Source: an optimization exercise on an open RTL-to-GDS flow (aim: small area and a short achievable clock period). Production flows keep margins and buffers that such runs may drop. At most, simulation tests tie the RTL to the original design; equivalence was not proved. No functional check of the RTL was part of runs 2 to 7. Power figures rest on the tool's default switching activity, not on a simulated workload.

File: flow/config.mk
export PLATFORM = sky130hd
export DESIGN_NAME = alu_reg
export DESIGN_NICKNAME = alu_reg
export VERILOG_FILES = /design/flow/design.v
export SDC_FILE = /design/flow/constraint.sdc
export NUM_CORES = 4
export LEC_CHECK = 0
export ABC_AREA = 1
export CAP_MARGIN = 20
export CORE_MARGIN = 2
export CORE_UTILIZATION = 50
export CTS_BUF_LIST = sky130_fd_sc_hd__clkbuf_8
export SETUP_SLACK_MARGIN = 5
export SLEW_MARGIN = 20
export TNS_END_PERCENT = 0
File: flow/constraint.sdc
create_clock -name core_clock -period 11.0 [get_ports {clk}]
set_input_delay 2.2000 -clock core_clock [delete_from_list [all_inputs] [get_ports {clk}]]
set_output_delay 2.2000 -clock core_clock [all_outputs]
set_load 0.01 [all_outputs]
File: flow/design.v
module alu_reg (
  input clk,
  input [7:0] a,
  input [7:0] b,
  input [3:0] mode,
  output reg [7:0] s,
  output reg cout
);
  reg [7:0] a_q, b_q;
  reg [3:0] mode_q;
  wire [7:0] s_w;
  wire cout_w;
  alu_8_bits alu (.s(s_w), .cout(cout_w), .mode(mode_q), .a(a_q), .b(b_q));
  always @(posedge clk) begin
    a_q <= a;
    b_q <= b;
    mode_q <= mode;
    s <= s_w;
    cout <= cout_w;
  end
endmodule

`timescale 1ns / 1ps
module alu_rcs #(parameter W = 2) (x, y, dif, nb);
  input  [W-1:0] x, y;
  output [W-1:0] dif;
  output         nb;
  localparam L = (W > 8) ? 4 : (W > 4) ? 3 : (W > 2) ? 2 : 1;
  wire [W-1:0] yn = ~y;
  wire [W-1:0] g [0:L];
  wire [W-1:0] p [0:L];
  assign g[0] = (x & yn) | {{(W-1){1'b0}}, x[0] | yn[0]};
  assign p[0] = x | yn;
  genvar l, i;
  generate for (l = 0; l < L; l = l + 1) begin : lvl
    for (i = 0; i < W; i = i + 1) begin : bit_
      if ((i >> l) & 1) begin : join_
        localparam integer J = ((i >> l) << l) - 1;
        assign g[l+1][i] = g[l][i] | (p[l][i] & g[l][J]);
        assign p[l+1][i] = p[l][i] & p[l][J];
      end else begin : pass_
        assign g[l+1][i] = g[l][i];
        assign p[l+1][i] = p[l][i];
      end
    end
  end endgenerate
  assign dif = x ^ yn ^ {g[L][W-2:0], 1'b1};
  assign nb = g[L][W-1];
endmodule
module alu_pfa #(parameter W = 2) (x, y, sum, co);
  input  [W-1:0] x, y;
  output [W-1:0] sum;
  output         co;
  localparam L = (W > 8) ? 4 : (W > 4) ? 3 : (W > 2) ? 2 : 1;
  wire [W-1:0] g [0:L];
  wire [W-1:0] p [0:L];
  assign g[0] = x & y;
  assign p[0] = x | y;
  genvar l, i;
  generate for (l = 0; l < L; l = l + 1) begin : lvl
    for (i = 0; i < W; i = i + 1) begin : bit_
      if ((i >> l) & 1) begin : join_
        localparam integer J = ((i >> l) << l) - 1;
        assign g[l+1][i] = g[l][i] | (p[l][i] & g[l][J]);
        assign p[l+1][i] = p[l][i] & p[l][J];
      end else begin : pass_
        assign g[l+1][i] = g[l][i];
        assign p[l+1][i] = p[l][i];
      end
    end
  end endgenerate
  assign sum = x ^ y ^ {g[L][W-2:0], 1'b0};
  assign co = g[L][W-1];
endmodule
module alu_div4_step #(parameter W = 2) (t, d1, d2, d3, hz1, hz2, hz3, q, r);
  input  [W-1:0] t, d1, d2, d3;
  input          hz1, hz2, hz3;
  output [1:0]   q;
  output [W-1:0] r;
  wire [W-1:0] y1, y2, y3;
  wire c1, c2, c3;
  alu_rcs #(W) u1 (.x(t), .y(d1), .dif(y1), .nb(c1));
  alu_rcs #(W) u2 (.x(t), .y(d2), .dif(y2), .nb(c2));
  alu_rcs #(W) u3 (.x(t), .y(d3), .dif(y3), .nb(c3));
  wire ge1 = hz1 & c1;
  wire ge2 = hz2 & c2;
  wire ge3 = hz3 & c3;
  assign q = {ge2, ge3 | (ge1 & ~ge2)};
  assign r = ge3 ? y3 : ge2 ? y2 : ge1 ? y1 : t;
endmodule
module alu_mul9(m0, m1, m2, m3, p);
  input [8:0] m0;
  input [6:0] m1;
  input [4:0] m2;
  input [2:0] m3;
  output [8:0] p;
  wire mw1 = m0[6] ^ m1[4];
  wire mw2 = m0[6] & m1[4];
  wire mw3 = m0[7] ^ m1[5] ^ m2[3];
  wire mw4 = (m0[7] & m1[5]) | (m0[7] & m2[3]) | (m1[5] & m2[3]);
  wire mw5 = m0[4] ^ m1[2];
  wire mw6 = m0[4] & m1[2];
  wire mw7 = m0[5] ^ m1[3] ^ m2[1];
  wire mw8 = (m0[5] & m1[3]) | (m0[5] & m2[1]) | (m1[3] & m2[1]);
  wire mw9 = m2[2] ^ m3[0] ^ mw1;
  wire mw10 = (m2[2] & m3[0]) | (m2[2] & mw1) | (m3[0] & mw1);
  wire mw11 = m3[1] ^ mw3 ^ mw2;
  wire mw12 = (m3[1] & mw3) | (m3[1] & mw2) | (mw3 & mw2);
  wire mw13 = m0[2] ^ m1[0];
  wire mw14 = m0[2] & m1[0];
  wire mw15 = m0[3] ^ m1[1] ^ mw14;
  wire mw16 = (m0[3] & m1[1]) | (m0[3] & mw14) | (m1[1] & mw14);
  wire mw17 = m2[0] ^ mw5 ^ mw16;
  wire mw18 = (m2[0] & mw5) | (m2[0] & mw16) | (mw5 & mw16);
  wire mw19 = mw7 ^ mw6 ^ mw18;
  wire mw20 = (mw7 & mw6) | (mw7 & mw18) | (mw6 & mw18);
  wire mw21 = mw9 ^ mw8 ^ mw20;
  wire mw22 = (mw9 & mw8) | (mw9 & mw20) | (mw8 & mw20);
  wire mw23 = mw11 ^ mw10 ^ mw22;
  wire mw24 = (mw11 & mw10) | (mw11 & mw22) | (mw10 & mw22);
  wire mw25 = m0[8] ^ m1[6] ^ m2[4] ^ m3[2] ^ mw4 ^ mw12 ^ mw24;
  assign p = {mw25, mw23, mw21, mw19, mw17, mw15, mw13, m0[1], m0[0]};
endmodule
module alu_8_bits(s, cout, mode, a, b);
  input [7:0] a, b;
  input [3:0] mode;
  output [7:0] s;
  output cout;
  wire [15:0] m = 16'd1 << mode;
  wire sub = m[1] | m[14];
  wire [7:0] bb = b ^ {8{sub}};
  wire [7:0] p = a ^ bb;
  wire [8:0] c;
  assign c[0] = sub;
  genvar j;
  generate for (j = 0; j < 8; j = j + 1) begin : add_
    assign c[j+1] = (a[j] & bb[j]) | (p[j] & c[j]);
  end endgenerate
  wire [8:0] sum = {c[8] ^ sub, p ^ c[7:0]};
  wire eq = ~|p;
  wire gt = c[8] & ~&p;
  wire [7:0] g = a & b;
  wire G = m[8] | m[9] | m[11] | m[12];
  wire P = m[9] | m[10] | m[11] | m[13];
  wire inv = m[11] | m[12] | m[13];
  wire lg = m[8] | m[9] | m[10] | inv;
  wire [7:0] f = ((g & {8{G}}) | (p & {8{P}})) ^ {8{inv}};
  wire [7:0] b3s; wire b3c;
  alu_pfa #(8) b3a (.x({1'b0, b[7:1]}), .y(b), .sum(b3s), .co(b3c));
  wire [9:0] b3 = {b3c, b3s, b[0]};
  function [8:0] pick(input [1:0] d, input [8:0] b1, input [8:0] b3x);
    case (d)
      2'd0: pick = 9'd0;
      2'd1: pick = b1;
      2'd2: pick = {b1[7:0], 1'b0};
      default: pick = b3x;
    endcase
  endfunction
  wire [8:0] m0 = pick(a[1:0], {1'b0, b}, b3[8:0]);
  wire [8:0] m1 = pick(a[3:2], {1'b0, b}, b3[8:0]);
  wire [8:0] m2 = pick(a[5:4], {1'b0, b}, b3[8:0]);
  wire [8:0] m3 = pick(a[7:6], {1'b0, b}, b3[8:0]);
  wire [8:0] prod;
  alu_mul9 mul (.m0(m0), .m1(m1[6:0]), .m2(m2[4:0]), .m3(m3[2:0]), .p(prod));
  wire [1:0] qa, qb, qc, qd;
  wire [1:0] ra; wire [3:0] rb; wire [5:0] rc; wire [7:0] rd;
  alu_div4_step #(2) d3s (.t(a[7:6]), .d1(b[1:0]), .d2({b[0], 1'b0}), .d3(b3[1:0]),
    .hz1(b[7:2] == 0), .hz2(b[7:1] == 0), .hz3(b <= 8'd1), .q(qa), .r(ra));
  alu_div4_step #(4) d2s (.t({ra, a[5:4]}), .d1(b[3:0]), .d2({b[2:0], 1'b0}), .d3(b3[3:0]),
    .hz1(b[7:4] == 0), .hz2(b[7:3] == 0), .hz3(b <= 8'd5), .q(qb), .r(rb));
  alu_div4_step #(6) d1s (.t({rb, a[3:2]}), .d1(b[5:0]), .d2({b[4:0], 1'b0}), .d3(b3[5:0]),
    .hz1(b[7:6] == 0), .hz2(b[7:5] == 0), .hz3(b <= 8'd21), .q(qc), .r(rc));
  alu_div4_step #(8) d0s (.t({rc, a[1:0]}), .d1(b[7:0]), .d2({b[6:0], 1'b0}), .d3(b3[7:0]),
    .hz1(1'b1), .hz2(~b[7]), .hz3(b <= 8'd85), .q(qd), .r(rd));
  wire [7:0] quo = {qa, qb, qc, qd} & {8{|b}};
  wire ar  = m[0] | m[1];
  wire shl = m[4] | m[6];
  wire shr = m[5] | m[7];
  assign s = (sum[7:0] & {8{ar}}) | (prod[7:0] & {8{m[2]}}) | (quo & {8{m[3]}})
           | (f & {8{lg}}) | ({a[6:0], 1'b0} & {8{shl}}) | ({1'b0, a[7:1]} & {8{shr}})
           | {7'd0, (m[6] & a[7]) | (m[14] & gt) | (m[15] & eq)} | {m[7] & a[0], 7'd0};
  assign cout = (ar & sum[8]) | (m[2] & prod[8]) | (m[4] & a[7]) | inv;
endmodule
File: flow/flow/run.sh
#!/bin/bash
set -euo pipefail
MARGIN=7
BUFCELL=sky130_fd_sc_hd__buf_1
sed -e "s/SETUP_SLACK_MARGIN=[-0-9.]*/SETUP_SLACK_MARGIN=${MARGIN}/" \
    -e "s/\"\\\${@:-finish}\"/BUFFER_PORTS_ARGS=\"-buffer_cell ${BUFCELL}\" SETUP_MOVE_SEQUENCE=unbuffer,sizeup,swap,clone,split \"\${@:-finish}\"/" \
    standard.sh > layout.sh
bash standard.sh synth > make_synth.log 2>&1
bash layout.sh > make_layout.log 2>&1
File: flow/standard.sh
#!/bin/bash
# synth_recipe.tcl (not shown) runs the flow's synth.tcl, then flattens the netlist and writes it again
# the make line also repeats each setting of config.mk as NAME=value (left out here)
make -C /OpenROAD-flow-scripts/flow DESIGN_CONFIG=/design/flow/config.mk WORK_HOME=/design/flow/orfs CLKGATE_MAP_FILE= SYNTH_SCRIPT=/design/flow/synth_recipe.tcl "${@:-finish}"
==> results of run 1 <==
## cells in the mapped netlist (3+ instances only)
cell      count  area [sq um]
o221ai_1      8          70.1
fa_1         28           561
a21oi_1      25           125
nand3_2       6          60.1
inv_1       113           424
nand4_1       3          18.8
xor2_1       28           245
ha_1         66           826
o211ai_1     10          75.1
a221oi_1      8          70.1
nand3b_1      3          22.5
nand3_1      53           265
clkinv_1      4          15.0
xnor2_1       7          61.3
nand2_1     121           454
clkbuf_1      8          30.0
nor2_1       37           139
o32ai_1       3          26.3
o21ai_0      33           165
o21ai_1       4          20.0
nand2_2      22           138
nor3_1        8          40.0
o22ai_1      11          68.8
dfxtp_1      29           581
nand2_4       8          90.1
a211oi_1      3          22.5
## power groups by stage
stage	clock, uW	sequential, uW	combinational, uW
global placement	0	135	298
finish	127	131	330
floorplan	0	130	225
CTS	126	130	324
detailed placement	0	135	297
global route	130	132	368
## final timing paths
check	startpoint	endpoint	slack (ns)	depth (start not counted)
min reg2reg	a_q[7]	cout	0.65	2
max reg2reg	mode_q[3]	s[0]	6.30	19
min	a_q[7]	cout	0.65	2
max	mode_q[3]	s[0]	6.30	19
## layout make-up
class / count / area (sq um) / area share, %
clock buffers: 6 / 82.6 / 1.45
clock inverters: 2 / 37.5 / 0.660
inverters: 119 / 484 / 8.52
multi-input cells: 514 / 4120 / 72.4
flip-flops and latches: 29 / 613 / 10.8
well taps: 129 / 161 / 2.84
repair buffers: 38 / 166 / 2.93
repair inverters: 4 / 21.3 / 0.374
## stage by stage
stage          worst slack [ns]  instance area [sq um]  std cells
6_report                   6.30                   5690        841
5_1_grt                    5.93                   5690        841
4_1_cts                    6.34                   5670        841
3_5_place_dp               5.60                   5170        819
3_3_place_gp               5.61                   5170        819
2_1_floorplan              6.77                   4970        671
## kinds of logic after synthesis
kind of cell               count (synthesis)
and+or+nand+nor                          269
buffers and inverters                    129
xor gates and xnor gates                  35
AOI/OAI and AO/OA                        115
DFF                                       29
adders and majority gates                 94
## tightest hold or removal path: stages, from the launching register on
cell	delay (ns)
dfxtp_2	0.39
nand3_1	0.10
o2111ai_1	0.10
## registers in the layout (all words and copies together), names as in the netlist
| name | count |
|---|---|
| a_q | 8 |
| b_q | 8 |
| cout | 1 |
| mode_q | 4 |
| s | 8 |
## timing repair
action	4_1_cts	5_1_grt
hold buffers	0	0
buffers inserted	9	0
resized for setup	67	4
gates cloned	5	0
setup endpoints to repair	8	8
pin swaps	42	5
hold endpoints to repair	0	0
## routing by layer
layer | vias up | global-route usage (%) | share of wire [%]
met3 | 51 | 6.09 | 8.2
li1 | 2291 | - | -
met2 | 237 | 56.3 | 46
met4 | 0 | 12.2 | 3.2
met5 | - | 0 | 0
met1 | 2331 | 45.8 | 43
==> results.yml, run 1 <==
run_status:
  status: "finished clean"
sta:
  tightest_slew_ns: 0.714
  maxSlewHeadroom_pct: 52.2
  holdWs_ns: 0.654
  fin_crit_ns: 4.70
  fmax_mhz: 213
  slew_violations: 0
  finalSetupViolations: 0
  skew_ns: 0.00978
  final.period_utilization_pct: 42.7
  rsz0062_at_grt: "true"
  hold_viol: 0
  tns_ns: 0
setup_path:
  arrival_ns: 4.88
  cp_slowest_stage_delay_ns: 0.45
  path_class: "reg -> reg"
  required_ns: 11.18
  path_delay_family: "adder cells"
  critPathCaptureType: "flip-flop"
  cp_cell_sequence: "nor2_1 -> inv_1 -> nor2_4 -> nand2_1 -> nand2_4 -> xor2_1 -> fa_1 -> fa_1 -> fa_2 -> fa_1 -> inv_1 -> fa_1 -> inv_1 -> fa_1 -> fa_2 -> inv_1 -> o21ai_0 -> a2111oi_2 -> nand2_1"
  timing.critical_path.mode_cell: "fa_1"
  crit_path_top_delay_cell: "a2111oi_2"
  critPathBufInv: 4
  cp-start-kind: "flip-flop"
  critPathMaxFanout: 8
logic_synthesis:
  yosysSeqAreaShare_pct: 12.1
  synth_nets: 786
  ys.flop_type: "dfxtp_1"
  ys_types: 41
  syn-cell-area_sq_um: 4790
  synth-async-reset-ratio_pct: 0
  ys_ff_latch: 29
  synth_xor_area_share_pct: 6.39
  synth_compound_area_share_pct: 15.4
  synth-edff-count: 0
  ys_warn_count: 7
  muxShareOfSynthArea_pct: 0
  synthAdderAreaFrac_pct: 28.9
  synth_top_family_by_area: "adder cells"
  synthSimpleGateAreaFrac_pct: 26.9
  syn_area_per_cell_sq_um: 7.15
  synth_cells: 671
global_route:
  grt_pass1_vias: 4881
  grt_usage_pct: 34.4
  grt_start_max_net_pins: 13
  grt-ovfl-total: 0
  antenna_found_initial: 0
  grt_pass1_wl_mm: 26.7
pwr:
  internal_power_uw: 312
  clock_power_share_pct: 21.7
  p_leak_uw: 0.00266
  total_power_uw: 588
  combPwrFrac_pct: 56.1
  p_per_area_nw_per_um2: 103
  switching_share_pct: 47.0
  irDropWorstVdd_mv: 0.0748
  seqPwrFrac_pct: 22.2
  power_switching_uw: 276
die:
  start_util_pct: 51.6
  io_pins: 30
  dieArea_sq_um: 10400
  rows: 35
  die_h_um: 102
  core_sq_um: 9280
  die_x_um: 102
route:
  vias: 4910
  routed_wl_mm: 16.9
  viasPerCell: 5.84
  first_pass_iters: 5
  drtIter0Drc: 494
  antenna_left: 0
  drc: 0
  post_drt_wl_per_cell_um: 20.1
layout:
  num_antenna_cells: 0
  nNetsFinal: 826
  final_cell_mix: "nand2_1, inv_1, nand3_1, ha_1, nor2_1"
  drive_gt1_share_pct: 20.1
  synthToLayoutAreaGrowth_pct: 18.6
  final_common_cell: "nand2_1"
  final_util_pct: 61.2
  fillCellCount: 880
cts:
  cts_tree: "done"
  htreeDepth: 2
  path_clk_slew_ns: 0.08
  worstSkewPairLatency_ns: 0.31
  cts-root-buf: "clkbuf_8"
  clk_path_buf_depth: 2
  cts_buffers: 5
  clock_sinks: 29
min_path:
  hold_path.class: "reg -> reg"
run:
  cap_violations: 0
placement:
  port_buffers: 29
  hpwl_mm: 11.8
  gp_congestion: 0.948
==> run 2, diff against run 1 <==
--- a/flow/design.v
+++ b/flow/design.v
@@ -166,7 +166,18 @@
   wire [1:0] ra; wire [3:0] rb; wire [5:0] rc; wire [7:0] rd;
+  reg [3:0] b3s4;
+  always @(*) begin
+    case (b[2:0])
+      3'd0: b3s4 = 4'd0;  3'd1: b3s4 = 4'd3;  3'd2: b3s4 = 4'd6;  3'd3: b3s4 = 4'd9;
+      3'd4: b3s4 = 4'd12; 3'd5: b3s4 = 4'd15; 3'd6: b3s4 = 4'd2;  default: b3s4 = 4'd5;
+    endcase
+  end
+  wire [5:0] b3s6;
+  wire b3s6c;
+  alu_pfa #(5) b3s6a (.x({1'b0, b[4:1]}), .y(b[4:0]), .sum(b3s6[5:1]), .co(b3s6c));
+  assign b3s6[0] = b[0];
   alu_div4_step #(2) d3s (.t(a[7:6]), .d1(b[1:0]), .d2({b[0], 1'b0}), .d3(b3[1:0]),
     .hz1(b[7:2] == 0), .hz2(b[7:1] == 0), .hz3(b <= 8'd1), .q(qa), .r(ra));
-  alu_div4_step #(4) d2s (.t({ra, a[5:4]}), .d1(b[3:0]), .d2({b[2:0], 1'b0}), .d3(b3[3:0]),
+  alu_div4_step #(4) d2s (.t({ra, a[5:4]}), .d1(b[3:0]), .d2({b[2:0], 1'b0}), .d3(b3s4),
     .hz1(b[7:4] == 0), .hz2(b[7:3] == 0), .hz3(b <= 8'd5), .q(qb), .r(rb));
-  alu_div4_step #(6) d1s (.t({rb, a[3:2]}), .d1(b[5:0]), .d2({b[4:0], 1'b0}), .d3(b3[5:0]),
+  alu_div4_step #(6) d1s (.t({rb, a[3:2]}), .d1(b[5:0]), .d2({b[4:0], 1'b0}), .d3(b3s6),
     .hz1(b[7:6] == 0), .hz2(b[7:5] == 0), .hz3(b <= 8'd21), .q(qc), .r(rc));
==> flow/flow/run.sh (replaced) <==
#!/bin/bash
set -euo pipefail
MARGIN=7
BUFCELL=sky130_fd_sc_hd__buf_1
sed -e "s/SETUP_SLACK_MARGIN=[-0-9.]*/SETUP_SLACK_MARGIN=${MARGIN}/" \
    -e "s/\"\\\${@:-finish}\"/BUFFER_PORTS_ARGS=\"-buffer_cell ${BUFCELL}\" \"\${@:-finish}\"/" \
    standard.sh > layout.sh
bash standard.sh synth > make_synth.log 2>&1
bash layout.sh > make_layout.log 2>&1
--- a/flow/config.mk
+++ b/flow/config.mk
@@ -10,3 +10,3 @@
 export CORE_MARGIN = 2
-export CORE_UTILIZATION = 50
+export CORE_UTILIZATION = 40
 export CTS_BUF_LIST = sky130_fd_sc_hd__clkbuf_8
==> results.yml, run 2 <==
run_status:
  status: "finished clean"
setup_path:
  cp-start-kind: "flip-flop"
  path_class: "reg -> reg"
  timing.critical_path.mode_cell: "nand2_2"
  arrival_ns: 4.99
  required_ns: 11.19
  r2r_slack_ns: 6.20
  cp_slowest_stage_delay_ns: 0.51
  crit_start: "b_q[0]"
  critPathCaptureType: "flip-flop"
  rr_startpoint: "b_q[0]"
  crit_path_top_delay_cell: "fa_2"
  critPathMaxFanout: 6
layout:
  finalNonFillerCells: 896
  fillCellCount: 1180
  top_regs: "a_q (8), b_q (8), s (8)"
  nNetsFinal: 872
  final_util_pct: 50.6
  final_cell_mix: "nand2_1, inv_1, ha_1"
  num_antenna_cells: 0
  synthToLayoutAreaGrowth_pct: 23.7
  regArea_sq_um: 616
  final_common_cell: "nand2_1"
  multiInputGateArea_sq_um: 4200
  stdcell_area_sq_um: 6080
  drive_gt1_share_pct: 25.1
route:
  drc: 0
  drtIter0Drc: 543
  first_pass_iters: 8
  post_drt_wl_per_cell_um: 19.2
  antenna_left: 0
  vias: 5067
  routed_wl_mm: 17.2
  viasPerCell: 5.66
cts:
  path_clk_slew_ns: 0.06
  clk_path_buf_depth: 2
  cts_tree: "done"
  worstSkewPairLatency_ns: 0.32
  clock_sinks: 29
  cts-root-buf: "clkbuf_8"
  cts_buffers: 5
  hold_buffers: 0
  htreeDepth: 2
die:
  start_util_pct: 40.9
  die_h_um: 115
  rows: 40
  core_sq_um: 12000
  dieArea_sq_um: 13200
  die_x_um: 115
  io_pins: 30
placement:
  hpwl_mm: 12.5
  dpl-instance-area_sq_um: 5310
  gp_congestion: 0.955
  port_buffers: 29
  dp.cells: 848
sta:
  finalSetupViolations: 0
  slew_violations: 0
  fin_crit_ns: 4.80
  rsz0062_at_grt: "true"
  tns_ns: 0
  final.period_utilization_pct: 43.6
  maxSlewHeadroom_pct: 50.6
  skew_ns: 0.0181
  hold_viol: 0
  tightest_slew_ns: 0.734
  fmax_mhz: 208
pwr:
  p_per_area_nw_per_um2: 97.6
  irDropWorstVdd_mv: 0.0712
  p_leak_uw: 0.00289
  total_power_uw: 593
global_route:
  grt_usage_pct: 26.9
  grt_pass1_wl_mm: 27.1
  antenna_found_initial: 0
  grt_pass1_vias: 4976
  grt-ovfl-total: 0
  grt_start_max_net_pins: 18
run:
  cap_violations: 0
logic_synthesis:
  yosysTopAreaCell: "ha_1"
  synth_cells: 685
  yosysSeqAreaShare_pct: 11.8
  yosysMostFrequentCell: "nand2_1"
  netlist.area_leader.share_pct: 18.9
  syn_area_per_cell_sq_um: 7.17
  synth-edff-count: 0
  synthTopCellsByArea: "ha_1, dfxtp_1, fa_1"
  ys_warn_count: 8
  ys.flop_type: "dfxtp_1"
  ys_types: 41
  synth-async-reset-ratio_pct: 0
  ys_top_cells_by_count: "nand2_1, inv_1, ha_1"
  syn-cell-area_sq_um: 4910
  ys_ff_latch: 29
  synth_nets: 809
min_path:
  worstHoldStart: "mode_q[1]"
  hold_path.class: "reg -> reg"
-- run 2: cell count changes in the layout (fill, tap and decap cells not counted), moves of 5 or more --
cell,delta
ha_1,+11
nor3_1,-5
buf_4,+30
nand2_2,+6
nand2_1,-13
nand3_2,+9
a21oi_2,+5
o21ai_0,+5
nand3_1,-7
nand2_4,-6
inv_2,+7
fa_1,+5
ha_4,-5
-- run 2: per-stage QoR --
stage / setup slack, ns / hold slack, ns
detailed placement: 5.22 / 0.682
CTS: 6.26 / 0.709
finish: 6.20 / 0.717
global route: 5.88 / 0.773
floorplan: 6.59 / 0.585
global placement: 5.23 / 0.655
-- run 2: power by group --
group	internal, uW	switching [uW]	total (uW)
clock network	56.5	48.4	105
registers	115	12.5	128
logic	138	223	360
total	310	284	593
-- run 2: timing repair --
item / 4_1_cts / 5_1_grt
pin swaps: 42 / 21
setup endpoints to repair: 9 / 9
buffers inserted: 35 / 5
endpoints found under the hold margin: 0 / 0
resized for setup: 89 / 12
-- run 2: path summary, 6_finish.rpt --
| kind | endpoint | cells after the start |
|---|---|---|
| hold / removal | cout | 3 |
| setup reg to reg | s[0] | 38 |
| setup / recovery | s[0] | 38 |
| hold reg to reg | cout | 3 |
-- run 2: worst max-delay path: cells and delay by family (launching register included) --
family | cells | cell delay (ns)
AOI/OAI and AO/OA | 4 | 0.49
adders and majority gates | 5 | 1.45
buffers and inverters | 7 | 0.60
DFF | 1 | 0.44
and+or+nand+nor | 22 | 1.70
-- run 2: logic make-up after synthesis --
logic type	share of synthesized area, %
AO/OA/AOI/OAI	16.4
XOR/XNOR	6.42
adder cells (fa/ha/maj)	30.7
buffers and inverters	10.7
flip-flops	11.8
AND/OR/NAND/NOR	23.9
-- run 2: routing by layer --
| layer | wire length, um | GRT usage [%] | vias up |
|---|---|---|---|
| met2 | 7740 | 42.7 | 242 |
| met4 | 481 | 9.00 | 0 |
| li1 | - | - | 2380 |
| met3 | 1300 | 5.27 | 41 |
| met5 | 0 | 0 | - |
| met1 | 7650 | 36.9 | 2404 |
-- run 2: final cells by class --
class,count,area share [%]
clock inverter,1,0.0824
inverter,126,8.83
multi-input combinational,517,69.1
clock buffer,7,1.59
timing repair buffer,69,7.25
tap,147,3.03
sequential,29,10.1
==> run 3, diff against run 2 <==
==> flow/flow/run.sh (replaced) <==
#!/bin/bash
set -euo pipefail
MARGIN=7
BUFCELL=sky130_fd_sc_hd__buf_1
sed -e "s/SETUP_SLACK_MARGIN=[-0-9.]*/SETUP_SLACK_MARGIN=${MARGIN}/" \
    -e "s/\"\\\${@:-finish}\"/BUFFER_PORTS_ARGS=\"-buffer_cell ${BUFCELL}\" SETUP_MOVE_SEQUENCE=unbuffer,sizeup,swap,clone,split \"\${@:-finish}\"/" \
    standard.sh > layout.sh
bash standard.sh synth > make_synth.log 2>&1
bash layout.sh > make_layout.log 2>&1
==> results.yml, run 3 <==
logic_synthesis:
  ys_types: 41
  syn_area_per_cell_sq_um: 7.17
  ys_top_cells_by_count: "nand2_1, inv_1, ha_1"
  synth_cells: 685
  synthTopCellsByArea: "ha_1, dfxtp_1, fa_1"
  ys.flop_type: "dfxtp_1"
  synth-edff-count: 0
  netlist.area_leader.share_pct: 18.9
  synth_nets: 809
  synth-async-reset-ratio_pct: 0
  yosysTopAreaCell: "ha_1"
  ys_ff_latch: 29
  ys_warn_count: 8
  yosysSeqAreaShare_pct: 11.8
  syn-cell-area_sq_um: 4910
  yosysMostFrequentCell: "nand2_1"
cts:
  hold_buffers: 0
  htreeDepth: 2
  path_clk_slew_ns: 0.08
  worstSkewPairLatency_ns: 0.32
  cts_tree: "done"
  cts_buffers: 5
  clk_path_buf_depth: 2
  clock_sinks: 29
  cts-root-buf: "clkbuf_8"
layout:
  stdcell_area_sq_um: 5790
  synthToLayoutAreaGrowth_pct: 17.8
  final_cell_mix: "inv_1, nand2_1, ha_1"
  final_util_pct: 48.2
  finalNonFillerCells: 865
  num_antenna_cells: 0
  final_common_cell: "inv_1"
  nNetsFinal: 841
  fillCellCount: 1213
  multiInputGateArea_sq_um: 4200
  regArea_sq_um: 613
  drive_gt1_share_pct: 20.5
  top_regs: "a_q (8), b_q (8), s (8)"
route:
  viasPerCell: 5.67
  first_pass_iters: 5
  drc: 0
  vias: 4901
  routed_wl_mm: 16.9
  post_drt_wl_per_cell_um: 19.6
  antenna_left: 0
  drtIter0Drc: 445
die:
  core_sq_um: 12000
  die_x_um: 115
  die_h_um: 115
  io_pins: 30
  start_util_pct: 40.9
  rows: 40
  dieArea_sq_um: 13200
global_route:
  grt_start_max_net_pins: 18
  grt_usage_pct: 26.4
  grt_pass1_wl_mm: 26.4
  grt-ovfl-total: 0
  antenna_found_initial: 0
  grt_pass1_vias: 4803
setup_path:
  critPathCaptureType: "flip-flop"
  rr_startpoint: "b_q[1]"
  critPathMaxFanout: 8
  crit_start: "b_q[1]"
  crit_path_top_delay_cell: "a22oi_2"
  required_ns: 11.20
  cp-start-kind: "flip-flop"
  timing.critical_path.mode_cell: "nand2_2"
  path_class: "reg -> reg"
  cp_slowest_stage_delay_ns: 0.52
  path_delay_family: "simple AND/OR/NAND/NOR gates"
  critPathBufInv: 6
  arrival_ns: 5.29
sta:
  holdWs_ns: 0.720
  tns_ns: 0
  fmax_mhz: 196
  maxSlewHeadroom_pct: 47.0
  hold_viol: 0
  final.period_utilization_pct: 46.3
  slew_violations: 0
  skew_ns: 0.0170
  finalSetupViolations: 0
  rsz0062_at_grt: "true"
  fin_crit_ns: 5.10
  tightest_slew_ns: 0.787
pwr:
  irDropWorstVdd_mv: 0.0747
  p_leak_uw: 0.00273
  p_per_area_nw_per_um2: 101
min_path:
  worstHoldStart: "mode_q[1]"
  hold_path.class: "reg -> reg"
placement:
  hpwl_mm: 12.5
  dpl-instance-area_sq_um: 5310
  port_buffers: 29
  dp.cells: 848
  gp_congestion: 0.955
run_status:
  status: "finished clean"
run:
  cap_violations: 0
==> run 3: final cells by class <==
type	count	area share (%)
multi-input cells	518	72.5
flip-flops and latches	29	10.6
inverters	126	9.17
well taps	147	3.18
repair buffers	36	2.66
clock buffers	7	1.66
repair inverters	1	0.151
clock inverters	1	0.0865
==> run 3: where the power goes <==
group / leakage, uW / internal, uW / total, uW / switching (uW)
logic: 0.00243 / 126 / 343 / 217
registers: 0.000247 / 115 / 132 / 17.1
clock network: 0.0000542 / 56.5 / 106 / 49.8
total: 0.00273 / 298 / 582 / 284
==> run 3: layer usage <==
metal / up-vias / share of wire, % / global-route usage [%]
met5: - / 0 / 0
met4: 0 / 2.2 / 8.35
met3: 28 / 7.2 / 3.43
met2: 231 / 46 / 42.0
met1: 2322 / 45 / 37.3
li1: 2320 / - / -
==> run 3: path summary, 6_finish.rpt <==
path              endpoint  slack, ns  cells past startpoint
hold reg to reg       cout       0.72                      3
hold / removal        cout       0.72                      3
setup / recovery      s[0]       5.90                     31
setup reg to reg      s[0]       5.90                     31
==> run 3: per-stage QoR <==
| stage | power, uW | worst slack, ns |
|---|---|---|
| 2_1_floorplan | 355 | 6.59 |
| 3_3_place_gp | 436 | 5.23 |
| 3_5_place_dp | 439 | 5.22 |
| 4_1_cts | 569 | 5.98 |
| 5_1_grt | 627 | 5.64 |
| 6_report | 582 | 5.90 |
==> run 3: what timing repair did <==
action                                  CTS  global route
cloned                                    2             0
resized for setup                        60            28
setup buffers                             6             1
endpoints found under the setup margin    9             9
pin swaps                                20            31
endpoints found under the hold margin     0             0
==> run 3: tightest hold or removal path: cells and delay by family, from the launching register on <==
family	cells	cell delay [ns]
buf+inv	1	0.14
flops	1	0.35
compound gates	2	0.19
==> run 3: kinds of logic after synthesis <==
kind of cell	Yosys count	share of synthesized area [%]
and+or+nand+nor	248	23.9
buffers and inverters	139	10.7
AOI/OAI and AO/OA	130	16.4
adders and majority gates	103	30.7
xor gates and xnor gates	36	6.42
DFF	29	11.8
==> run 4, diff against run 3 <==
--- a/flow/design.v
+++ b/flow/design.v
@@ -164,24 +164,21 @@
   alu_mul9 mul (.m0(m0), .m1(m1[6:0]), .m2(m2[4:0]), .m3(m3[2:0]), .p(prod));
-  wire [1:0] qa, qb, qc, qd;
-  wire [1:0] ra; wire [3:0] rb; wire [5:0] rc; wire [7:0] rd;
-  reg [3:0] b3s4;
-  always @(*) begin
-    case (b[2:0])
-      3'd0: b3s4 = 4'd0;  3'd1: b3s4 = 4'd3;  3'd2: b3s4 = 4'd6;  3'd3: b3s4 = 4'd9;
-      3'd4: b3s4 = 4'd12; 3'd5: b3s4 = 4'd15; 3'd6: b3s4 = 4'd2;  default: b3s4 = 4'd5;
-    endcase
-  end
-  wire [5:0] b3s6;
-  wire b3s6c;
-  alu_pfa #(5) b3s6a (.x({1'b0, b[4:1]}), .y(b[4:0]), .sum(b3s6[5:1]), .co(b3s6c));
-  assign b3s6[0] = b[0];
+  wire [1:0] qa, qb, qc;
+  wire [1:0] ra; wire [3:0] rb; wire [5:0] rc;
   alu_div4_step #(2) d3s (.t(a[7:6]), .d1(b[1:0]), .d2({b[0], 1'b0}), .d3(b3[1:0]),
     .hz1(b[7:2] == 0), .hz2(b[7:1] == 0), .hz3(b <= 8'd1), .q(qa), .r(ra));
-  alu_div4_step #(4) d2s (.t({ra, a[5:4]}), .d1(b[3:0]), .d2({b[2:0], 1'b0}), .d3(b3s4),
+  alu_div4_step #(4) d2s (.t({ra, a[5:4]}), .d1(b[3:0]), .d2({b[2:0], 1'b0}), .d3(b3[3:0]),
     .hz1(b[7:4] == 0), .hz2(b[7:3] == 0), .hz3(b <= 8'd5), .q(qb), .r(rb));
-  alu_div4_step #(6) d1s (.t({rb, a[3:2]}), .d1(b[5:0]), .d2({b[4:0], 1'b0}), .d3(b3s6),
+  alu_div4_step #(6) d1s (.t({rb, a[3:2]}), .d1(b[5:0]), .d2({b[4:0], 1'b0}), .d3(b3[5:0]),
     .hz1(b[7:6] == 0), .hz2(b[7:5] == 0), .hz3(b <= 8'd21), .q(qc), .r(rc));
-  alu_div4_step #(8) d0s (.t({rc, a[1:0]}), .d1(b[7:0]), .d2({b[6:0], 1'b0}), .d3(b3[7:0]),
-    .hz1(1'b1), .hz2(~b[7]), .hz3(b <= 8'd85), .q(qd), .r(rd));
-  wire [7:0] quo = {qa, qb, qc, qd} & {8{|b}};
+  wire dq = m[3] & (|b);
+  wire n1, n2, n3;
+  wire [7:0] u1, u2, u3;
+  alu_rcs #(8) c1s (.x({rc, a[1:0]}), .y(b[7:0]), .dif(u1), .nb(n1));
+  alu_rcs #(8) c2s (.x({rc, a[1:0]}), .y({b[6:0], 1'b0}), .dif(u2), .nb(n2));
+  alu_rcs #(8) c3s (.x({rc, a[1:0]}), .y(b3[7:0]), .dif(u3), .nb(n3));
+  wire e1 = dq;
+  wire e2 = dq & ~b[7];
+  wire e3 = dq & (b <= 8'd85);
+  wire [1:0] qd = {e2 & n2, (e3 & n3) | (e1 & n1 & ~(e2 & n2))};
+  wire [7:0] quo = {{qa, qb, qc} & {6{dq}}, qd};
   wire ar  = m[0] | m[1];
@@ -189,3 +186,3 @@
   wire shr = m[5] | m[7];
-  assign s = (sum[7:0] & {8{ar}}) | (prod[7:0] & {8{m[2]}}) | (quo & {8{m[3]}})
+  assign s = (sum[7:0] & {8{ar}}) | (prod[7:0] & {8{m[2]}}) | quo
            | (f & {8{lg}}) | ({a[6:0], 1'b0} & {8{shl}}) | ({1'b0, a[7:1]} & {8{shr}})
==> flow/flow/run.sh (replaced) <==
#!/bin/bash
set -euo pipefail
MARGIN=7
BUFCELL=sky130_fd_sc_hd__buf_1
sed -e "s/SETUP_SLACK_MARGIN=[-0-9.]*/SETUP_SLACK_MARGIN=${MARGIN}/" \
    -e "s/\"\\\${@:-finish}\"/BUFFER_PORTS_ARGS=\"-buffer_cell ${BUFCELL}\" \"\${@:-finish}\"/" \
    standard.sh > layout.sh
bash standard.sh synth > make_synth.log 2>&1
bash layout.sh > make_layout.log 2>&1
==> results.yml, run 4 <==
logic_synthesis:
  yosysTopAreaCell: "ha_1"
  synth_cells: 677
  syn-cell-area_sq_um: 4850
  synthTopCellsByArea: "ha_1, dfxtp_1, fa_1"
  netlist.area_leader.share_pct: 17.0
  syn_area_per_cell_sq_um: 7.16
  ys.flop_type: "dfxtp_1"
  ys_ff_latch: 29
  yosysSeqAreaShare_pct: 12.0
  synth-async-reset-ratio_pct: 0
  synth-edff-count: 0
  ys_types: 41
  ys_top_cells_by_count: "nand2_1, inv_1, ha_1"
  yosysMostFrequentCell: "nand2_1"
  ys_warn_count: 7
  synth_nets: 792
sta:
  fmax_mhz: 219
  final.period_utilization_pct: 41.5
  hold_viol: 0
  finalSetupViolations: 0
  rsz0062_at_grt: "true"
  tns_ns: 0
  maxSlewHeadroom_pct: 48.9
  tightest_slew_ns: 0.763
  skew_ns: 0.0210
  fin_crit_ns: 4.56
  holdWs_ns: 0.692
  slew_violations: 0
cts:
  cts_tree: "done"
  worstSkewPairLatency_ns: 0.31
  path_clk_slew_ns: 0.07
  clock_sinks: 29
  cts-root-buf: "clkbuf_8"
  clk_path_buf_depth: 2
  cts_buffers: 5
  htreeDepth: 2
  hold_buffers: 0
setup_path:
  critPathCaptureType: "flip-flop"
  critPathMaxFanout: 5
  crit_start: "a_q[6]"
  crit_path_top_delay_cell: "fa_2"
  cp_slowest_stage_delay_ns: 0.54
  path_class: "reg -> reg"
  reg2reg_depth: 33
  rr_startpoint: "a_q[6]"
  cp-start-kind: "flip-flop"
  arrival_ns: 4.80
  timing.critical_path.mode_cell: "nand2_2"
  endpoint: "s[0]"
  reg2reg_to: "s[0]"
  r2r_slack_ns: 6.44
  required_ns: 11.24
die:
  die_x_um: 114
  rows: 40
  die_h_um: 114
  core_sq_um: 11900
  io_pins: 30
  start_util_pct: 40.7
  dieArea_sq_um: 13000
placement:
  hpwl_mm: 12.3
  gp_congestion: 0.984
  dpl-instance-area_sq_um: 5260
  port_buffers: 29
layout:
  synthToLayoutAreaGrowth_pct: 31.6
  nNetsFinal: 884
  num_antenna_cells: 0
  top_regs: "a_q (8), b_q (8), s (8)"
  stdcell_area_sq_um: 6370
  final_common_cell: "nand2_1"
  final_cell_mix: "nand2_1, inv_1, buf_4"
  fillCellCount: 1164
  drive_gt1_share_pct: 33.4
route:
  routed_wl_mm: 17.8
  viasPerCell: 5.72
  post_drt_wl_per_cell_um: 19.4
  antenna_left: 0
  first_pass_iters: 6
  drtIter0Drc: 578
  drc: 0
  vias: 5242
min_path:
  hold_path.class: "reg -> reg"
  worstHoldStart: "mode_q[1]"
run:
  cap_violations: 0
global_route:
  grt_start_max_net_pins: 15
  grt_pass1_vias: 5144
  grt-ovfl-total: 0
  grt_pass1_wl_mm: 27.6
  grt_usage_pct: 27.5
  antenna_found_initial: 0
pwr:
  p_per_area_nw_per_um2: 96.3
  p_leak_uw: 0.00297
  irDropWorstVdd_mv: 0.0668
run_status:
  status: "finished clean"
[run 4: final cells by class]
class | instances | area (sq um) | area share, %
clock buffers | 5 | 68.8 | 1.08
clock inverters | 3 | 13.8 | 0.216
inverters | 117 | 502 | 7.87
multi-input cells | 521 | 4350 | 68.2
flip-flops and latches | 29 | 617 | 9.68
well taps | 147 | 184 | 2.89
repair buffers | 95 | 641 | 10.0
[run 4: per-layer routing]
metal	vias to the layer above	wire length [um]	part of all wire, %	GRT usage, %
met4	0	631	3.6	10.7
met5	-	0	0	0
li1	2410	-	-	-
met1	2496	7230	41	35.2
met2	279	8380	47	45.0
met3	57	1520	8.5	6.41
[run 4: where the power goes]
group	internal, uW	switching (uW)
Clock	42.9	48.0
Combinational	158	239
Sequential	115	11.6
Total	316	298
[run 4: logic make-up after synthesis]
group / synth area share [%]
adder cells (fa/ha/maj): 28.6
AND/OR/NAND/NOR: 27.6
buffers and inverters: 10.0
XOR/XNOR: 6.15
AO/OA/AOI/OAI: 15.6
flip-flops: 12.0
[run 4: worst min path at each step]
stage | end | slack, ns | depth (start not counted)
after floorplan | s[7] | 0.59 | 2
after global placement | cout | 0.70 | 3
after detailed placement | cout | 0.70 | 3
after CTS | cout | 0.63 | 2
after global routing | s[7] | 0.71 | 2
final | s[7] | 0.69 | 2
[run 4: metrics by stage]
stage / util, % / std cells / total power (uW) / worst slack (ns)
floorplan: - / 677 / 364 / 6.74
CTS: 51.5 / 907 / 591 / 6.50
global placement: 44.1 / 843 / 442 / 5.58
detailed placement: 44.1 / 843 / 446 / 5.58
finish: 53.5 / 917 / 614 / 6.44
global route: 53.5 / 917 / 661 / 6.20
[run 4: timing repair]
item,4_1_cts,5_1_grt
pin swaps,63,40
buffers inserted,56,10
resized for setup,91,44
setup endpoints to repair,8,8
[run 4: critical path, delay by kind of cell, from the launching register on]
kind            cells  cell delay (ns)
compound gates      3             0.41
simple gates       19             1.82
flops               1             0.38
buf+inv             5             0.31
fa+ha+maj           5             1.41
xor+xnor            1             0.16
==> run 5, diff against run 4 <==
==> flow/flow/run.sh (replaced) <==
#!/bin/bash
set -euo pipefail
MARGIN=7
BUFCELL=sky130_fd_sc_hd__buf_1
sed -e "s/SETUP_SLACK_MARGIN=[-0-9.]*/SETUP_SLACK_MARGIN=${MARGIN}/" \
    -e "s/\"\\\${@:-finish}\"/BUFFER_PORTS_ARGS=\"-buffer_cell ${BUFCELL}\" SETUP_MOVE_SEQUENCE=unbuffer,sizeup,swap,clone,split \"\${@:-finish}\"/" \
    standard.sh > layout.sh
bash standard.sh synth > make_synth.log 2>&1
bash layout.sh > make_layout.log 2>&1
==> results.yml, run 5 <==
run_status:
  status: "finished clean"
sta:
  fin_crit_ns: 4.80
  slew_violations: 0
  finalSetupViolations: 0
  hold_viol: 0
  fmax_mhz: 208
  maxSlewHeadroom_pct: 49.7
  tns_ns: 0
  skew_ns: 0.0201
  rsz0062_at_grt: "true"
  final.period_utilization_pct: 43.7
  tightest_slew_ns: 0.752
die:
  rows: 40
  dieArea_sq_um: 13000
  die_h_um: 114
  start_util_pct: 40.7
  core_sq_um: 11900
  io_pins: 30
  die_x_um: 114
cts:
  cts_buffers: 5
  htreeDepth: 2
  clock_sinks: 29
  worstSkewPairLatency_ns: 0.31
  cts-root-buf: "clkbuf_8"
  clk_path_buf_depth: 2
  path_clk_slew_ns: 0.07
  cts_tree: "done"
logic_synthesis:
  yosysSeqAreaShare_pct: 12.0
  netlist.area_leader.share_pct: 17.0
  synth-async-reset-ratio_pct: 0
  ys.flop_type: "dfxtp_1"
  yosysMostFrequentCell: "nand2_1"
  synth-edff-count: 0
  ys_warn_count: 7
  synth_nets: 792
  ys_top_cells_by_count: "nand2_1, inv_1, ha_1"
  syn-cell-area_sq_um: 4850
  synth_cells: 677
  synthTopCellsByArea: "ha_1, dfxtp_1, fa_1"
  yosysTopAreaCell: "ha_1"
  syn_area_per_cell_sq_um: 7.16
  ys_ff_latch: 29
  ys_types: 41
global_route:
  grt_start_max_net_pins: 18
  antenna_found_initial: 0
  grt_pass1_wl_mm: 26.5
  grt-ovfl-total: 0
  grt_pass1_vias: 4845
  grt_usage_pct: 26.5
setup_path:
  critPathCaptureType: "flip-flop"
  critPathMaxFanout: 11
  timing.critical_path.mode_cell: "fa_1"
  cp-start-kind: "flip-flop"
  path_delay_family: "adder cells"
  critPathBufInv: 3
  cp_cell_sequence: "nor2_1 -> inv_1 -> nor2_2 -> nand2_1 -> nand2_1 -> xor2_1 -> fa_1 -> fa_1 -> fa_1 -> fa_1 -> inv_1 -> fa_1 -> inv_1 -> fa_1 -> fa_1 -> o31ai_1 -> o2111ai_1 -> a21oi_2 -> nand2_2"
  reg2reg_to: "s[0]"
  r2r_slack_ns: 6.20
  arrival_ns: 5.00
  cp_slowest_stage_delay_ns: 0.47
  required_ns: 11.19
  crit_path_top_delay_cell: "fa_1"
  reg2reg_depth: 19
  rr_startpoint: "mode_q[3]"
  path_class: "reg -> reg"
route:
  antenna_left: 0
  drc: 0
  viasPerCell: 5.82
  routed_wl_mm: 16.9
  post_drt_wl_per_cell_um: 19.8
  drtIter0Drc: 521
  vias: 4996
  first_pass_iters: 6
layout:
  num_antenna_cells: 0
  fillCellCount: 1214
  final_common_cell: "nand2_1"
  synthToLayoutAreaGrowth_pct: 18.7
  top_regs: "a_q (8), b_q (8), s (8)"
  regArea_sq_um: 612
  drive_gt1_share_pct: 24.5
  final_cell_mix: "nand2_1, inv_1, ha_1"
  nNetsFinal: 825
  multiInputGateArea_sq_um: 4240
min_path:
  worstHoldStart: "a_q[7]"
  hold_path.class: "reg -> reg"
  hold_depth: 2
  holdPathEnd: "cout"
placement:
  gp_congestion: 0.984
  hpwl_mm: 12.3
  port_buffers: 29
run:
  cap_violations: 0
pwr:
  p_per_area_nw_per_um2: 100
  irDropWorstVdd_mv: 0.0674
  p_leak_uw: 0.00266
  total_power_uw: 577
[run 5: changes by cell type in the layout (fill, tap and decap cells not counted), moves of 3 or more]
cell     change
buf_4       -58
ha_1         +5
ha_2         -4
nand2_1      +3
[run 5: cell type report]
type / instances / share of cell area (%)
multi-input cells: 521 / 73.6
clock buffers: 5 / 1.20
well taps: 147 / 3.20
flip-flops and latches: 29 / 10.6
repair inverters: 2 / 0.174
clock inverters: 3 / 0.239
repair buffers: 34 / 2.50
inverters: 117 / 8.41
[run 5: how the worst max path moves through the flow]
| stage | start | end | slack, ns | cells after the start |
|---|---|---|---|---|
| 5_1_grt | a_q[6] | s[0] | 5.93 | 39 |
| 3_3_place_gp | b_q[6] | s[0] | 5.58 | 33 |
| 3_5_place_dp | b_q[6] | s[0] | 5.58 | 33 |
| 2_1_floorplan | b_q[2] | cout | 6.74 | 22 |
| 6_report | mode_q[3] | s[0] | 6.20 | 19 |
| 4_1_cts | a_q[6] | s[0] | 6.25 | 35 |
[run 5: logic make-up after synthesis]
kind of cell             share of synthesized area (%)
AO/OA/AOI/OAI                                     15.6
buffers and inverters                             10.0
flip-flops                                        12.0
adder cells (fa/ha/maj)                           28.6
AND/OR/NAND/NOR                                   27.6
XOR/XNOR                                          6.15
[run 5: per-layer routing]
layer  GRT usage (%)  routed length, um
met1            35.1               7120
met2            42.8               7800
met3            5.40               1370
met4            9.43                665
met5               0                  0
[run 5: power by group]
part	internal (uW)	total [uW]	switching, uW
clock network	42.9	90.8	47.9
registers	115	132	16.3
logic	133	355	222
[run 5: per-stage QoR]
step	std cells	utilization [%]	hold slack (ns)	worst slack, ns	cell area, sq um
floorplan	677	-	0.587	6.74	5040
finish	858	48.3	0.704	6.20	5750
global route	858	48.3	0.750	5.93	5750
detailed placement	843	44.1	0.701	5.58	5260
CTS	858	47.4	0.704	6.25	5640
global placement	843	44.1	0.697	5.58	5260
[run 5: worst register-to-register path, stage by stage (launching register included)]
cell	delay [ns]
dfxtp_1	0.37
nor2_1	0.14
inv_1	0.08
nor2_2	0.27
nand2_1	0.08
nand2_1	0.40
xor2_1	0.21
fa_1	0.47
fa_1	0.40
fa_1	0.40
fa_1	0.37
inv_1	0.07
fa_1	0.16
inv_1	0.05
fa_1	0.37
fa_1	0.41
o31ai_1	0.09
o2111ai_1	0.15
a21oi_2	0.14
nand2_2	0.06
[run 5: repair_timing]
action	4_1_cts	5_1_grt
hold buffers	0	0
resized for setup	64	31
setup buffers	5	0
gates cloned	2	0
setup endpoints to repair	8	8
pin swaps	33	33
==> run 6, diff against run 5 <==
--- a/flow/design.v
+++ b/flow/design.v
@@ -73,2 +73,28 @@
   assign co = g[L][W-1];
+endmodule
+module alu_pfc #(parameter N = 8) (x, y, ci, sum, co);
+  input  [N-1:0] x, y;
+  input          ci;
+  output [N-1:0] sum;
+  output         co;
+  localparam L = (N > 8) ? 4 : (N > 4) ? 3 : (N > 2) ? 2 : 1;
+  wire [N-1:0] g [0:L];
+  wire [N-1:0] p [0:L];
+  assign g[0] = (x & y) | {{(N-1){1'b0}}, (x[0] | y[0]) & ci};
+  assign p[0] = x | y;
+  genvar l, i;
+  generate for (l = 0; l < L; l = l + 1) begin : lvl
+    for (i = 0; i < N; i = i + 1) begin : bit_
+      if ((i >> l) & 1) begin : join_
+        localparam integer J = ((i >> l) << l) - 1;
+        assign g[l+1][i] = g[l][i] | (p[l][i] & g[l][J]);
+        assign p[l+1][i] = p[l][i] & p[l][J];
+      end else begin : pass_
+        assign g[l+1][i] = g[l][i];
+        assign p[l+1][i] = p[l][i];
+      end
+    end
+  end endgenerate
+  assign sum = x ^ y ^ {g[L][N-2:0], ci};
+  assign co = g[L][N-1];
 endmodule
@@ -132,11 +158,7 @@
   wire [7:0] p = a ^ bb;
-  wire [8:0] c;
-  assign c[0] = sub;
-  genvar j;
-  generate for (j = 0; j < 8; j = j + 1) begin : add_
-    assign c[j+1] = (a[j] & bb[j]) | (p[j] & c[j]);
-  end endgenerate
-  wire [8:0] sum = {c[8] ^ sub, p ^ c[7:0]};
+  wire [7:0] s8; wire c8;
+  alu_pfc #(8) addsub (.x(a), .y(bb), .ci(sub), .sum(s8), .co(c8));
+  wire [8:0] sum = {c8 ^ sub, s8};
   wire eq = ~|p;
-  wire gt = c[8] & ~&p;
+  wire gt = c8 & ~&p;
   wire [7:0] g = a & b;
@@ -164,4 +186,4 @@
   alu_mul9 mul (.m0(m0), .m1(m1[6:0]), .m2(m2[4:0]), .m3(m3[2:0]), .p(prod));
-  wire [1:0] qa, qb, qc;
-  wire [1:0] ra; wire [3:0] rb; wire [5:0] rc;
+  wire [1:0] qa, qb, qc, qd;
+  wire [1:0] ra; wire [3:0] rb; wire [5:0] rc; wire [7:0] rd;
   alu_div4_step #(2) d3s (.t(a[7:6]), .d1(b[1:0]), .d2({b[0], 1'b0}), .d3(b3[1:0]),
@@ -172,13 +194,5 @@
     .hz1(b[7:6] == 0), .hz2(b[7:5] == 0), .hz3(b <= 8'd21), .q(qc), .r(rc));
-  wire dq = m[3] & (|b);
-  wire n1, n2, n3;
-  wire [7:0] u1, u2, u3;
-  alu_rcs #(8) c1s (.x({rc, a[1:0]}), .y(b[7:0]), .dif(u1), .nb(n1));
-  alu_rcs #(8) c2s (.x({rc, a[1:0]}), .y({b[6:0], 1'b0}), .dif(u2), .nb(n2));
-  alu_rcs #(8) c3s (.x({rc, a[1:0]}), .y(b3[7:0]), .dif(u3), .nb(n3));
-  wire e1 = dq;
-  wire e2 = dq & ~b[7];
-  wire e3 = dq & (b <= 8'd85);
-  wire [1:0] qd = {e2 & n2, (e3 & n3) | (e1 & n1 & ~(e2 & n2))};
-  wire [7:0] quo = {{qa, qb, qc} & {6{dq}}, qd};
+  alu_div4_step #(8) d0s (.t({rc, a[1:0]}), .d1(b[7:0]), .d2({b[6:0], 1'b0}), .d3(b3[7:0]),
+    .hz1(1'b1), .hz2(~b[7]), .hz3(b <= 8'd85), .q(qd), .r(rd));
+  wire [7:0] quo = {qa, qb, qc, qd} & {8{|b}};
   wire ar  = m[0] | m[1];
@@ -186,3 +200,3 @@
   wire shr = m[5] | m[7];
-  assign s = (sum[7:0] & {8{ar}}) | (prod[7:0] & {8{m[2]}}) | quo
+  assign s = (sum[7:0] & {8{ar}}) | (prod[7:0] & {8{m[2]}}) | (quo & {8{m[3]}})
            | (f & {8{lg}}) | ({a[6:0], 1'b0} & {8{shl}}) | ({1'b0, a[7:1]} & {8{shr}})
==> flow/flow/run.sh (replaced) <==
#!/bin/bash
set -euo pipefail
MARGIN=7
BUFCELL=sky130_fd_sc_hd__buf_1
sed -e "s/SETUP_SLACK_MARGIN=[-0-9.]*/SETUP_SLACK_MARGIN=${MARGIN}/" \
    -e "s/\"\\\${@:-finish}\"/BUFFER_PORTS_ARGS=\"-buffer_cell ${BUFCELL}\" \"\${@:-finish}\"/" \
    standard.sh > layout.sh
bash standard.sh synth > make_synth.log 2>&1
bash layout.sh > make_layout.log 2>&1
==> results.yml, run 6 <==
run_status:
  status: "finished clean"
setup_path:
  required_ns: 11.13
  path_class: "reg -> reg"
  crit_path_top_delay_cell: "fa_1"
  path_delay_family: "adder cells"
  cp_slowest_stage_delay_ns: 0.55
  critPathCaptureType: "flip-flop"
  cp_cell_sequence: "buf_12 -> ha_4 -> fa_2 -> a21oi_2 -> nor2_1 -> nor2_2 -> o31ai_1 -> xor2_1 -> o22ai_1 -> fa_1 -> inv_1 -> fa_1 -> inv_1 -> fa_2 -> xor2_1 -> xor2_1 -> xor2_1 -> or2_4 -> nand3_2 -> nand4_1"
  critPathMaxFanout: 6
  critPathBufInv: 3
  arrival_ns: 4.88
  timing.critical_path.mode_cell: "xor2_1"
  cp-start-kind: "flip-flop"
logic_synthesis:
  ys_top_cells_by_count: "nand2_1, inv_1, ha_1"
  ys_types: 44
  synth-async-reset-ratio_pct: 0
  ys.flop_type: "dfxtp_1"
  syn-cell-area_sq_um: 4940
  syn_area_per_cell_sq_um: 7.15
  yosysTopAreaCell: "ha_1"
  synth_nets: 808
  synth_cells: 690
  synth-edff-count: 0
  synthTopCellsByArea: "ha_1, dfxtp_1, fa_1"
  netlist.area_leader.share_pct: 18.5
  ys_ff_latch: 29
  yosysMostFrequentCell: "nand2_1"
  yosysSeqAreaShare_pct: 11.8
  ys_warn_count: 8
die:
  start_util_pct: 41.1
  dieArea_sq_um: 13200
  io_pins: 30
  core_sq_um: 12000
  die_h_um: 115
  rows: 40
  die_x_um: 115
sta:
  rsz0062_at_grt: "true"
  maxSlewHeadroom_pct: 54.0
  finalSetupViolations: 0
  skew_ns: 0.0255
  final.period_utilization_pct: 43.2
  fin_crit_ns: 4.75
  fmax_mhz: 211
  tns_ns: 0
  hold_viol: 0
  slew_violations: 0
  tightest_slew_ns: 0.691
layout:
  stdcell_area_sq_um: 6150
  drive_gt1_share_pct: 26.9
  top_regs: "a_q (8), b_q (8), s (8)"
  final_common_cell: "nand2_1"
  synthToLayoutAreaGrowth_pct: 24.6
  final_cell_mix: "nand2_1, inv_1, ha_1"
  nNetsFinal: 892
route:
  routed_wl_mm: 17.1
  drtIter0Drc: 474
  vias: 5188
  antenna_left: 0
  viasPerCell: 5.63
  first_pass_iters: 5
  post_drt_wl_per_cell_um: 18.6
  drc: 0
placement:
  dpl-instance-area_sq_um: 5330
  gp_congestion: 0.947
  hpwl_mm: 12.4
  port_buffers: 29
cts:
  clk_path_buf_depth: 2
  worstSkewPairLatency_ns: 0.31
  cts_tree: "done"
  cts_buffers: 5
  path_clk_slew_ns: 0.09
  cts-root-buf: "clkbuf_8"
  clock_sinks: 29
  htreeDepth: 2
global_route:
  use_met3_pct: 4.38
  grt_busiest_layer: "met2"
  grt_pass1_vias: 4864
  grt_start_max_net_pins: 16
  grtUsageMet1_pct: 36.0
  grt_util_met2_pct: 41.6
  grt_pass1_wl_mm: 26.6
  grt_usage_pct: 26.1
  grt-ovfl-total: 0
  antenna_found_initial: 1
pwr:
  irDropWorstVdd_mv: 0.0706
  p_per_area_nw_per_um2: 97.7
  p_leak_uw: 0.00293
run:
  cap_violations: 0
min_path:
  hold_path.class: "reg -> reg"
==> run 6: cell types whose count changed in the layout (fill, tap and decap cells not counted), sizes merged, moves of 4 or more <==
cell | previous run | this run
buf | 34 | 86
nand3 | 71 | 57
nor2 | 39 | 52
o21ai | 36 | 28
ha | 66 | 73
a21oi | 33 | 37
fa | 28 | 24
o22ai | 7 | 11
==> run 6: kinds of logic after synthesis <==
family          synth area share (%)
buf+inv                         10.1
compound gates                  15.6
xor+xnor                        6.74
fa+ha+maj                       28.2
simple gates                    27.6
flops                           11.8
==> run 6: path summary, 6_finish.rpt <==
path	depth (start not counted)	start	slack (ns)	to
setup / recovery	20	b_q[0]	6.25	cout
hold reg to reg	3	mode_q[1]	0.67	cout
setup reg to reg	20	b_q[0]	6.25	cout
hold / removal	3	mode_q[1]	0.67	cout
==> run 6: repair_timing <==
action / 4_1_cts / 5_1_grt
hold buffers: 0 / 0
gates resized for setup: 38 / 40
pin swaps: 16 / 27
cloned: 0 / 0
endpoints found under the setup margin: 7 / 8
setup buffers: 33 / 24
==> run 6: metrics by stage <==
| step | hold WS, ns | util, % | std cells | setup WS (ns) | total power (uW) |
|---|---|---|---|---|---|
| after floorplan | 0.572 | - | 690 | 6.59 | 370 |
| after global placement | 0.651 | 44.3 | 857 | 5.42 | 452 |
| after detailed placement | 0.661 | 44.3 | 857 | 5.42 | 452 |
| after CTS | 0.671 | 48.1 | 897 | 6.28 | 570 |
| after global routing | 0.718 | 51.2 | 921 | 6.05 | 650 |
| final | 0.669 | 51.2 | 922 | 6.25 | 601 |
==> run 6: worst reg2reg max path, delay by kind of cell (launching register included) <==
| kind | cells | cell delay [ns] |
|---|---|---|
| compound gates | 3 | 0.65 |
| xor+xnor | 4 | 0.88 |
| buf+inv | 3 | 0.25 |
| fa+ha+maj | 5 | 1.74 |
| flops | 1 | 0.46 |
| simple gates | 5 | 0.59 |
==> run 6: layer usage <==
metal  wire [um]  up-vias  part of all wire, %
li1            -     2442                    -
met1        7630     2477                   45
met2        7800      226                   46
met3        1230       43                  7.2
met4         472        0                  2.8
met5           0        -                    0
==> run 6: layout make-up <==
class	instances	area, sq um
sequential	29	618
antenna	1	2.50
clock buffer	6	82.6
timing repair buffer	86	569
multi-input combinational	531	4170
tap	147	184
inverter	121	523
fill	1167	5860
clock inverter	1	3.75
==> run 6: report_power, final <==
part | switching (uW) | internal, uW
clock | 45.2 | 48.7
sequential | 13.5 | 115
combinational | 226 | 152
==> run 7, diff against run 6 <==
==> flow/flow/run.sh (replaced) <==
#!/bin/bash
set -euo pipefail
MARGIN=7
BUFCELL=sky130_fd_sc_hd__buf_1
sed -e "s/SETUP_SLACK_MARGIN=[-0-9.]*/SETUP_SLACK_MARGIN=${MARGIN}/" \
    -e "s/\"\\\${@:-finish}\"/BUFFER_PORTS_ARGS=\"-buffer_cell ${BUFCELL}\" SETUP_MOVE_SEQUENCE=unbuffer,sizeup,swap,clone,split \"\${@:-finish}\"/" \
    standard.sh > layout.sh
bash standard.sh synth > make_synth.log 2>&1
bash layout.sh > make_layout.log 2>&1
==> results.yml, run 7 <==
logic_synthesis:
  ys_ff_latch: 29
  synthTopCellsByArea: "ha_1, dfxtp_1, fa_1"
  ys_types: 44
  yosysSeqAreaShare_pct: 11.8
  ys_top_cells_by_count: "nand2_1, inv_1, ha_1"
  synth-edff-count: 0
  yosysMostFrequentCell: "nand2_1"
  syn_area_per_cell_sq_um: 7.15
  synth-async-reset-ratio_pct: 0
  ys_warn_count: 8
  synth_nets: 808
  yosysTopAreaCell: "ha_1"
  netlist.area_leader.share_pct: 18.5
  syn-cell-area_sq_um: 4940
  ys.flop_type: "dfxtp_1"
  synth_cells: 690
setup_path:
  crit_path_top_delay_cell: "dfxtp_4"
  critPathCaptureType: "flip-flop"
  reg2reg_to: "s[0]"
  arrival_ns: 5.00
  path_delay_family: "simple AND/OR/NAND/NOR gates"
  cp_slowest_stage_delay_ns: 0.49
  critPathMaxFanout: 8
  cp-start-kind: "flip-flop"
  rr_startpoint: "b_q[1]"
  critPathBufInv: 4
  critical_path_depth: 34
  crit_start: "b_q[1]"
  r2r_slack_ns: 6.16
  required_ns: 11.16
  reg2reg_depth: 34
  path_class: "reg -> reg"
  endpoint: "s[0]"
placement:
  gp_congestion: 0.947
  port_buffers: 29
  hpwl_mm: 12.4
  dpl-instance-area_sq_um: 5330
  post-place-ws_ns: 5.42
cts:
  htreeDepth: 2
  cts-root-buf: "clkbuf_8"
  worstSkewPairLatency_ns: 0.31
  path_clk_slew_ns: 0.06
  cts_tree: "done"
  cts_buffers: 5
  clk_path_buf_depth: 2
  clock_sinks: 29
die:
  die_x_um: 115
  start_util_pct: 41.1
  core_sq_um: 12000
  dieArea_sq_um: 13200
  die_h_um: 115
  io_pins: 30
  rows: 40
global_route:
  grt_pass1_wl_mm: 26.2
  antenna_found_initial: 1
  grt_usage_pct: 25.7
  grt_start_max_net_pins: 16
  grt-ovfl-total: 0
  grt_pass1_vias: 4841
route:
  routed_wl_mm: 16.5
  antenna_left: 0
  vias: 4967
  drtIter0Drc: 429
  post_drt_wl_per_cell_um: 19.0
  viasPerCell: 5.71
  first_pass_iters: 5
  drc: 0
sta:
  tightest_slew_ns: 0.729
  holdWs_ns: 0.667
  setup_ws_ns: 6.16
  final.period_utilization_pct: 44.0
  skew_ns: 0.0233
  fmax_mhz: 207
  fin_crit_ns: 4.84
  hold_viol: 0
  slew_violations: 0
  maxSlewHeadroom_pct: 51.4
  tns_ns: 0
  finalSetupViolations: 0
  rsz0062_at_grt: "true"
pwr:
  p_per_area_nw_per_um2: 100
  p_leak_uw: 0.00266
  irDropWorstVdd_mv: 0.0703
layout:
  num_antenna_cells: 0
  nNetsFinal: 841
  fillCellCount: 1178
  drive_gt1_share_pct: 23.5
  top_regs: "a_q (8), b_q (8), s (8)"
  final_util_pct: 48.2
  final_common_cell: "nand2_1"
  final_cell_mix: "nand2_1, inv_1, ha_1"
  synthToLayoutAreaGrowth_pct: 17.2
  stdcell_area_sq_um: 5790
min_path:
  hold_path.class: "reg -> reg"
run:
  cap_violations: 0
run_status:
  status: "finished clean"
run 7: layout make-up:
cell class | count | area [sq um] | share of cell area, %
multi-input combinational | 532 | 4240 | 73.3
sequential | 29 | 616 | 10.6
inverter | 121 | 517 | 8.93
tap | 147 | 184 | 3.18
timing repair buffer | 32 | 126 | 2.18
clock buffer | 6 | 82.6 | 1.43
timing repair inverter | 2 | 13.8 | 0.238
clock inverter | 1 | 3.75 | 0.0649
run 7: power by group:
| group | leakage [uW] | total, uW | switching (uW) | internal, uW |
|---|---|---|---|---|
| Clock | 0.0000485 | 93.7 | 45.0 | 48.7 |
| Combinational | 0.00237 | 354 | 219 | 134 |
| Sequential | 0.000248 | 133 | 17.2 | 115 |
| Total | 0.00266 | 580 | 281 | 298 |
run 7: cell families (layout without fill, tap and decap cells):
group / after synthesis / count (layout) / synth area share, %
adders and majority gates: 97 / 97 / 28.2
xor gates and xnor gates: 38 / 38 / 6.74
and+or+nand+nor: 275 / 276 / 27.6
buffers and inverters: 130 / 162 / 10.1
AOI/OAI and AO/OA: 121 / 121 / 15.6
DFF: 29 / 29 / 11.8
run 7: per-stage QoR:
| step | cells | total power (uW) |
|---|---|---|
| 2_1_floorplan | 690 | 370 |
| 3_3_place_gp | 857 | 452 |
| 3_5_place_dp | 857 | 452 |
| 4_1_cts | 869 | 560 |
| 5_1_grt | 870 | 629 |
| 6_report | 870 | 580 |
run 7: how the worst min path moves through the flow:
stage	start	to	slack (ns)	cells past startpoint
6_report	mode_q[1]	cout	0.67	3
5_1_grt	mode_q[1]	cout	0.72	3
4_1_cts	mode_q[1]	cout	0.67	3
3_5_place_dp	mode_q[1]	cout	0.66	3
3_3_place_gp	mode_q[1]	cout	0.65	3
2_1_floorplan	a_q[5]	s[4]	0.57	2
run 7: repair_timing:
item,CTS,global route
gates resized for setup,45,47
endpoints found under the setup margin,7,8
setup buffers,3,0
cloned,2,1
pin swaps,9,29
hold buffers,0,0
run 7: tightest hold or removal path, cell delays in order, from the launching register on:
cell and delay, ns:
dfxtp_1 0.34, nor2_1 0.14, nand2_1 0.07, nand4_1 0.08
run 7: routing by layer:
metal	GRT usage, %	wire (um)	up-vias
met4	10.2	519	2
met5	0	11	-
met1	35.2	7360	2348
li1	-	-	2344
met2	39.6	7370	224
met3	5.43	1250	49

[port drivers added, routing unchanged]
How much do the figures lean on ideal ports? The routed layouts below were timed once more, with nothing changed but the port constraints.
Step 1 sets driving cells, clkbuf_16 on the clock port and buf_2 on the other inputs (assumed; they add their load-dependent delay and slew).
Step 2 adds t to the input delays and takes it off the output delays; t is the mean of the earliest and latest rising clock arrival at the registers after step 1. Input paths then give back, and output paths get back, about the clock's delay inside the block.
a / b / c = ideal / step 1 / step 2; a / b = the first two.
| run | t, ns | slack for setup (ns) | worst data-port slew with drivers (ns) | pins driven straight from the clock port |
|---|---|---|---|---|
| run 1 | 0.336 | 6.303 / 6.303 / 6.303 | 0.03 | 1 |
| run 2 | 0.347 | 6.202 / 6.202 / 6.202 | 0.03 | 1 |
| run 3 | 0.352 | 5.902 / 5.902 / 5.902 | 0.03 | 1 |
| run 4 | 0.331 | 6.438 / 6.438 / 6.438 | 0.03 | 1 |
| run 5 | 0.331 | 6.198 / 6.198 / 6.198 | 0.03 | 1 |
| run 6 | 0.330 | 6.250 / 6.250 / 6.250 | 0.03 | 1 |
| run 7 | 0.331 | 6.163 / 6.163 / 6.163 | 0.03 | 1 |
After both steps setup and hold are still met in every run listed.
